From an optimization exercise on the open Yosys and OpenROAD flow, aimed at small area and a short achievable clock period; shortcuts taken in it are not production practice. No functional check of the RTL was part of any run shown here.

## flow/design.v (module list and top-level ports; edited modules follow where they fit)
// module pipelined_array_multiplier: 3306 lines
// module mul_fa: 10 lines
// module mul_bpp: 10 lines
// module mul_bpp0: 8 lines
// module mul_ha: 9 lines
// module mul_xnor: 7 lines
// module mul_inv: 6 lines
// module mul_nand2: 7 lines
// module mul_nor2: 7 lines
// module mul_xor2: 7 lines
// module mul_aoi21: 8 lines
// module mul_oai21: 8 lines
// module mul_or: 7 lines
module pipelined_array_multiplier (
    input  logic        clk_i,
    input  logic        clk_en_i,
    input  logic        rst_n_i,
    input  logic [31:0] multiplicand_i,
    input  logic [31:0] multiplier_i,
    input  logic        data_valid_i,
    output logic [63:0] product_o,
    output logic        data_valid_o
);
  // ...
==> flow/flow/run.sh <==
#!/bin/bash
# Layout flow: the standard ORFS flow (standard.sh) with the standard
# synthesis unchanged, plus
#  - after floorplan, combinational cells downsized to their smallest drive
#    strength (flow/downsize.tcl), so that area is only spent where timing
#    repair asks for it;
#  - optionally, timing repair also right after detailed placement
#    (flow/place_repair.tcl);
#  - optionally a chosen buffer cell for the port buffers.
# Settings are in flow/settings.sh. Each tool's output goes to a log here.
set -euo pipefail
cd "$(dirname "$0")/.."
W=$PWD
source flow/settings.sh
args=()
if [[ "$DOWNSIZE" != "none" ]]; then
  args+=("POST_FLOORPLAN_TCL=$W/flow/downsize.tcl" "DOWNSIZE_FAMILIES=$DOWNSIZE")
fi
args+=("SETUP_SLACK_MARGIN=$SETUP_MARGIN")
if [[ "${PLACE_REPAIR:-0}" == 1 ]]; then
  args+=("POST_DETAIL_PLACE_TCL=$W/flow/place_repair.tcl")
fi
if [[ -n "$PORT_BUFFER" ]]; then
  args+=("BUFFER_PORTS_ARGS=-buffer_cell $PORT_BUFFER")
fi
args+=($EXTRA)
bash standard.sh synth > flow_synth.log 2>&1
bash standard.sh "${args[@]}" finish > flow_layout.log 2>&1
==> flow/flow/downsize.tcl <==
# Downsize combinational cells to the smallest drive strength of their
# family (same function and footprint). Timing repair later sizes the
# critical ones back up. Registers and clock cells are left alone.
# DOWNSIZE_FAMILIES: space-separated family names (e.g. a22oi), or "all".
set families [expr {[info exists ::env(DOWNSIZE_FAMILIES)] ? $::env(DOWNSIZE_FAMILIES) : "all"}]
set skip {^(dfxtp|dfxbp|dfrtp|dfrbp|dfstp|dfbbp|dfsbp|dfrtn|dfbbn|edfxtp|edfxbp|sdf.*|sedf.*|dl.*|clk.*|conb|tap.*|fill.*|decap.*|diode.*|probe.*|lpflow.*)$}
set smallest [dict create]
set count 0
foreach inst [get_cells *] {
  set ref [get_property $inst ref_name]
  if {![regexp {^sky130_fd_sc_hd__(.+)_(\d+)$} $ref -> fam drive]} { continue }
  if {[regexp $skip $fam]} { continue }
  if {$families ne "all" && [lsearch -exact $families $fam] < 0} { continue }
  if {![dict exists $smallest $fam]} {
    set best ""
    set best_area 1e9
    foreach lc [get_lib_cells sky130_fd_sc_hd__${fam}_*] {
      set name [get_property $lc name]
      if {![regexp "^sky130_fd_sc_hd__${fam}_\\d+\$" $name]} { continue }
      if {[get_property $lc dont_use]} { continue }
      set a [get_property $lc area]
      if {$a < $best_area} { set best $name; set best_area $a }
    }
    dict set smallest $fam $best
  }
  set to [dict get $smallest $fam]
  if {$to ne "" && $to ne $ref} {
    replace_cell $inst $to
    incr count
  }
}
puts "downsize: replaced $count cells"
==> flow/flow/place_repair.tcl <==
log_cmd estimate_parasitics -placement
repair_timing_helper -setup
detailed_placement
optimize_mirroring
log_cmd estimate_parasitics -placement
==> flow/flow/settings.sh <==
SETUP_MARGIN=7.55
DOWNSIZE="all"
PORT_BUFFER=sky130_fd_sc_hd__buf_2
PLACE_REPAIR=0
EXTRA="CTS_CLUSTER_SIZE=30 CTS_CLUSTER_DIAMETER=100 CORE_UTILIZATION=55"
==> flow/standard.sh <==
#!/bin/bash
# synth_recipe.tcl (not shown) runs the flow's synth.tcl, then flattens the netlist and writes it again
# the make line also repeats each setting of config.mk as NAME=value (left out here)
make -C /OpenROAD-flow-scripts/flow DESIGN_CONFIG=/design/flow/config.mk WORK_HOME=/design/flow/orfs CLKGATE_MAP_FILE= SYNTH_SCRIPT=/design/flow/synth_recipe.tcl "${@:-finish}"
==> flow/config.mk <==
export PLATFORM = sky130hd
export DESIGN_NAME = pipelined_array_multiplier
export DESIGN_NICKNAME = pipelined_array_multiplier
export VERILOG_FILES = /design/flow/design.v
export SDC_FILE = /design/flow/constraint.sdc
export NUM_CORES = 4
export LEC_CHECK = 0
export CAP_MARGIN = 20
export CORE_MARGIN = 2
export CORE_UTILIZATION = 40
export SLEW_MARGIN = 20
export SYNTH_HIERARCHICAL = 1
export SYNTH_MINIMUM_KEEP_SIZE = 0
==> flow/constraint.sdc <==
create_clock -name core_clock -period 11.0 [get_ports {clk_i}]
set_input_delay 2.2000 -clock core_clock [delete_from_list [all_inputs] [get_ports {clk_i}]]
set_output_delay 2.2000 -clock core_clock [all_outputs]
set_load 0.01 [all_outputs]
==> impl_metrics.csv, run 1 <==
group,metric,value,unit
run_status,outcome,"complete, no violations",
floorplanning,fp.dieArea,0.0665,sq mm
final_layout,bufAreaShareNonClock,5.75,%
yosys,dominantRegCellSynth,"sky130_fd_sc_hd__edfxtp_1",
sta,fin_crit,3.46,ns
route,drc_errors_left,0,
yosys,top_cells_by_count_synth,"664 x sky130_fd_sc_hd__xor2_1, 496 x sky130_fd_sc_hd__a22oi_2, 469 x sky130_fd_sc_hd__fa_1, 321 x sky130_fd_sc_hd__edfxtp_1, 170 x sky130_fd_sc_hd__nand2_1",
yosys,synth_area_leaders,"sky130_fd_sc_hd__edfxtp_1 27%, sky130_fd_sc_hd__fa_1 26%, sky130_fd_sc_hd__a22oi_2 18%",
route,met3RoutedLength,15300,um
placement,gp_congestion,0.916,
placement,numPlacedInstances,3806,
final_layout,finalInstanceArea,0.0376,sq mm
cts,clock_latency_at_the_later_pin_of_the_worst_skew_pair,0.61,ns
final_layout,nFlopsAndLatches,324,
placement,detailedPlacementHpwl,72900,um
yosys,post_synth_xor_area_fraction,17.4,%
final_layout,share_of_post_route_cells_with_drive_strength_above_1,15.9,%
yosys,synth-simple-area-share,4.69,%
sta,rsz0062_at_grt,"true",
run,maxCapViolCount,0,
critical_path,worstReg2RegStart,"a_q[11]$_DFFE_PP_",
route,drt-met1-wl,44100,um
floorplanning,die_width,258,um
yosys,synthesis.nets,3292,
global_routing,grt_start_max_net_pins,103,
cts,tritoncts_buffer_count,20,
yosys,largest_area_contributor_in_the_netlist,"sky130_fd_sc_hd__edfxtp_1",
route,final_antenna_net_count,0,
route,maxUsedRoutingLayer,"met5",
sta,finalWorstSetupSlack,7.54,ns
route,detailroute.via_count,25397,
final_layout,fillCellCount,5328,
final_layout,final_nets,3563,
yosys,synth.mux.area_fraction,0.0847,%
==> run 2: changes to the inputs <==
==> flow/flow/settings.sh (replaced) <==
SETUP_MARGIN=7.55
DOWNSIZE="all"
PORT_BUFFER=sky130_fd_sc_hd__buf_2
PLACE_REPAIR=0
EXTRA="CTS_CLUSTER_SIZE=30 CTS_CLUSTER_DIAMETER=100 CORE_UTILIZATION=65"
==> run 2 against run 1 <==
Effect of this change: clock skew fell by 0.0097 ns; core utilization rose by 11 points; area after synthesis did not move; non-clock buffer count rose by 15; critical endpoint is now r0_q[60]$_DFFE_PP_; critical path type unchanged; still clean; sequential share of layout area rose by 0.20 points; hold slack improved by 0.0089 ns; first-iteration DRC count rose by 23%; via count rose by 2.8%.
==> impl_metrics.csv, run 2 <==
group,metric,value,unit
cts,numClockSinks,324,
global_routing,grt-ovfl-total,0,
yosys,cell_count_after_synthesis,2739,
floorplanning,die_width,238,um
critical_path,timing_worst_setup_path_type,"register to register",
global_routing,grt_use_met2,61.3,%
sta,finalWorstSetupSlack,7.53,ns
global_routing,number_of_antenna_violations_at_the_first_check_in_global_routing,2,
route,final_antenna_net_count,0,
run_status,outcome,"complete, no violations",
final_layout,top_register,"r0_q",
yosys,area_fraction_in_compound_gates_after_synthesis,22.5,%
yosys,synth.mux.area_fraction,0.0847,%
final_layout,layout.cells.most_common_list,"632 x sky130_fd_sc_hd__xor2_1, 483 x sky130_fd_sc_hd__a22oi_1, 450 x sky130_fd_sc_hd__fa_1",
sta,worst-slew-pin-transition,0.871,ns
cts,tritoncts,"done",
placement,gp_congestion,0.974,
route,vias_per_cell,7.00,
final_layout,biggestRegsByFlops,"r0_q (177), p_q (64), a_q (32)",
final_layout,final_nets,3576,
global_routing,grt.met1_usage,51.3,%
final_layout,share_of_post_route_cells_with_drive_strength_above_1,15.9,%
yosys,yosys.cell_types.count,20,
yosys,synth.cell_area,0.0355,sq mm
floorplanning,core_region,0.0539,sq mm
final_layout,area_growth_syn_to_layout,5.22,%
sta,fin_crit,3.47,ns
placement,port-buffer-count,132,
yosys,synth_edf_count,321,
route,drt-pass1-iter-count,8,
sta,report.final.slew_viol_count,0,
floorplanning,std_cell_rows,85,
sta,timing.final.crit_share,31.6,%
route,drc_errors_left,0,
critical_path,worst_path_largest_cell_delay,0.55,ns
critical_path,worst_path_most_repeated_cell,"sky130_fd_sc_hd__fa_1",
floorplanning,floorplan.initialDensity,65.8,%
critical_path,critical_path_required,11.26,ns
global_routing,wire_length_of_the_first_global_routing_pass,170000,um
yosys,asyncSetResetFlopFracSynth,0,%
cts,tritoncts_buffer_count,18,
critical_path,crit_fanout,33,
placement,detailedPlacementHpwl,70700,um
sta,hold_viol,0,
sta,maxSlewHeadroom,42.0,%
critical_path,cp_startpoint_kind,"register",
yosys,dominant_combinational_cell_family_by_area_after_synthesis,"adder cells",
cts,cts-root-to-sink-buffers,3,
yosys,synthesized_area_per_cell,12.9,sq um
sta,rsz0062_at_grt,"true",
placement,preCtsSetupSlack,5.26,ns
critical_path,path_buf_inv,1,
floorplanning,io_pins,133,
yosys,yosys_warnings,7,
final_layout,fillCellCount,3971,
critical_path,critical-path-slowest-cell,"sky130_fd_sc_hd__fa_1",
yosys,dominantRegCellSynth,"sky130_fd_sc_hd__edfxtp_1",
yosys,synthesis.nets,3292,
cts,cts_root_buffer,"sky130_fd_sc_hd__clkbuf_16",
final_layout,max_reg_flops,177,
critical_path,worstPathCellList,"buf_8, a22oi_1, xor2_1, fa_1, fa_1, fa_1, fa_1",
run,maxCapViolCount,0,
yosys,synth-simple-area-share,4.69,%
route,detailroute.via_count,26106,
final_layout,final_common_cell,"sky130_fd_sc_hd__xor2_1",
yosys,synth_adder_area_share,27.0,%
yosys,synth_largest_type_area_fraction,27.2,%
floorplanning,die_h,238,um
min_path,hold_path_class,"register to register",
critical_path,cp.arrival,3.73,ns
sta,max_freq,288,MHz
route,drt_wl_total,115000,um
yosys,post_synth_xor_area_fraction,17.4,%
yosys,yosys_register_bits,324,
floorplanning,fp.dieArea,0.0564,sq mm
sta,clk_skew,0.0349,ns
sta,timing.final.setup_violations,0,
critical_path,end_kind,"register",
global_routing,grt_start_max_net_pins,102,
global_routing,first_global_vias,27590,
final_layout,finalCoreUtilization,69.2,%
yosys,largest_area_contributor_in_the_netlist,"sky130_fd_sc_hd__edfxtp_1",
yosys,top_cells_by_count_synth,"664 x sky130_fd_sc_hd__xor2_1, 496 x sky130_fd_sc_hd__a22oi_2, 469 x sky130_fd_sc_hd__fa_1, 321 x sky130_fd_sc_hd__edfxtp_1, 170 x sky130_fd_sc_hd__nand2_1",
yosys,most_used_standard_cell_by_instance_count_after_synthesis,"sky130_fd_sc_hd__xor2_1",
yosys,yosysSeqAreaShare,27.4,%
route,initialDrtViolationCount,3692,
cts,clock_latency_at_the_later_pin_of_the_worst_skew_pair,0.57,ns
global_routing,track_usage,40.8,%
global_routing,gr-usage-met3,16.2,%
yosys,synth_area_leaders,"sky130_fd_sc_hd__edfxtp_1 27%, sky130_fd_sc_hd__fa_1 26%, sky130_fd_sc_hd__a22oi_2 18%",
critical_path,cpLargestDelayFamily,"adder cells",
cts,cts_max_level,1,
sta,hold-worst-slack,0.549,ns
route,wl_per_cell,30.9,um
cts,clock_slew_at_reported_path_ffs,0.10,ns
global_routing,global_route.peak_usage_layer,"met2",
sta,final.setup.tns,0,ns
==> run 2: kinds of logic (layout without fill, tap and decap cells) <==
group	after synthesis	count (layout)
adder cells (fa/ha/maj)	485	485
flip-flops	324	324
other	0	1
buffers and inverters	85	380
XOR/XNOR	705	705
multiplexers	3	3
AO/OA/AOI/OAI	749	749
AND/OR/NAND/NOR	388	388
==> run 2: Yosys stat by module, one instance, submodules excluded <==
module,area (sq um),copies in the design
mul_nor2,3.75,143
pipelined_array_multiplier,10400,1
mul_nand2,3.75,106
mul_xnor,8.76,41
mul_inv,3.75,65
mul_bpp,21.3,496
mul_oai21,5.00,105
mul_ha,12.5,16
mul_aoi21,8.76,133
mul_or,6.26,41
mul_bpp0,12.5,32
mul_xor2,8.76,121
mul_fa,20.0,469
==> run 2: what timing repair did <==
item	CTS	global route
endpoints found under the setup margin	379	69
cloned	0	3
hold buffers	0	0
pin swaps	12	48
resized for setup	159	269
setup buffers	27	22
==> run 2: area by class of cell <==
class	count	area, sq um	area share [%]
antenna	1	2.50	0.00671
clock buffer	19	475	1.27
clock inverter	12	195	0.523
inverter	81	304	0.815
multi-input combinational	2330	23500	63.0
sequential	324	9700	26.0
tap	696	871	2.33
timing repair buffer	268	2250	6.02
==> run 2: final timing paths <==
check                           start             endpoint  cells past startpoint  slack [ns]
setup / recovery    a_q[21]$_DFFE_PP_   r0_q[60]$_DFFE_PP_                      7        7.53
hold / removal    v_q[0]$_SDFFE_PN0P_  v_q[0]$_SDFFE_PN0P_                      2        0.55
setup reg to reg    a_q[21]$_DFFE_PP_   r0_q[60]$_DFFE_PP_                      7        7.53
hold reg to reg   v_q[0]$_SDFFE_PN0P_  v_q[0]$_SDFFE_PN0P_                      2        0.55
==> run 2: through the flow <==
stage	cell area (sq um)	std cells
2_1_floorplan	35900	2739
3_3_place_gp	34600	3647
3_5_place_dp	34600	3647
4_1_cts	36100	3705
5_1_grt	37300	3730
6_report	37300	3731
==> run 2: worst reg2reg max path, stage by stage, from the launching register on <==
cell and delay (ns):
sky130_fd_sc_hd__edfxtp_1 0.37, sky130_fd_sc_hd__buf_8 0.37, sky130_fd_sc_hd__a22oi_1 0.18, sky130_fd_sc_hd__xor2_1 0.19, sky130_fd_sc_hd__fa_1 0.48, sky130_fd_sc_hd__fa_1 0.52, sky130_fd_sc_hd__fa_1 0.55, sky130_fd_sc_hd__fa_1 0.51
==> run 2: per-layer routing <==
metal | up-vias | share of wire (%) | wire [um]
met5 | - | 0.069 | 80
met4 | 2 | 6.0 | 6920
met3 | 596 | 15 | 17700
met2 | 2386 | 44 | 50800
met1 | 12774 | 35 | 39900
li1 | 10348 | - | -

static timing again, ports no longer ideal:
The results above use ideal ports. As a check the final layouts listed here were re-extracted and re-timed, cells and wires unchanged. Step 1, drivers: a clkbuf_16 drives clk_i and a buf_2 each remaining input, both assumed. Step 2 times the ports against the registers' clock, not the clock port: input delays grow and output delays shrink by t, the midpoint of the rising clock arrivals with the driver on. Three values: no drivers, after step 1, after step 2; two values: the first two.
run	t, ns	slack for setup (ns)	clock arrival spread, ns
run 1	0.653	7.542 / 7.490 / 6.993	0.047 / 0.046
run 2	0.621	7.529 / 7.529 / 7.014	0.035 / 0.035
After both steps every run listed still meets setup and hold. The setup slack of run 1, which loses most, moves by -0.052 ns with the drivers and by -0.549 ns with both steps.
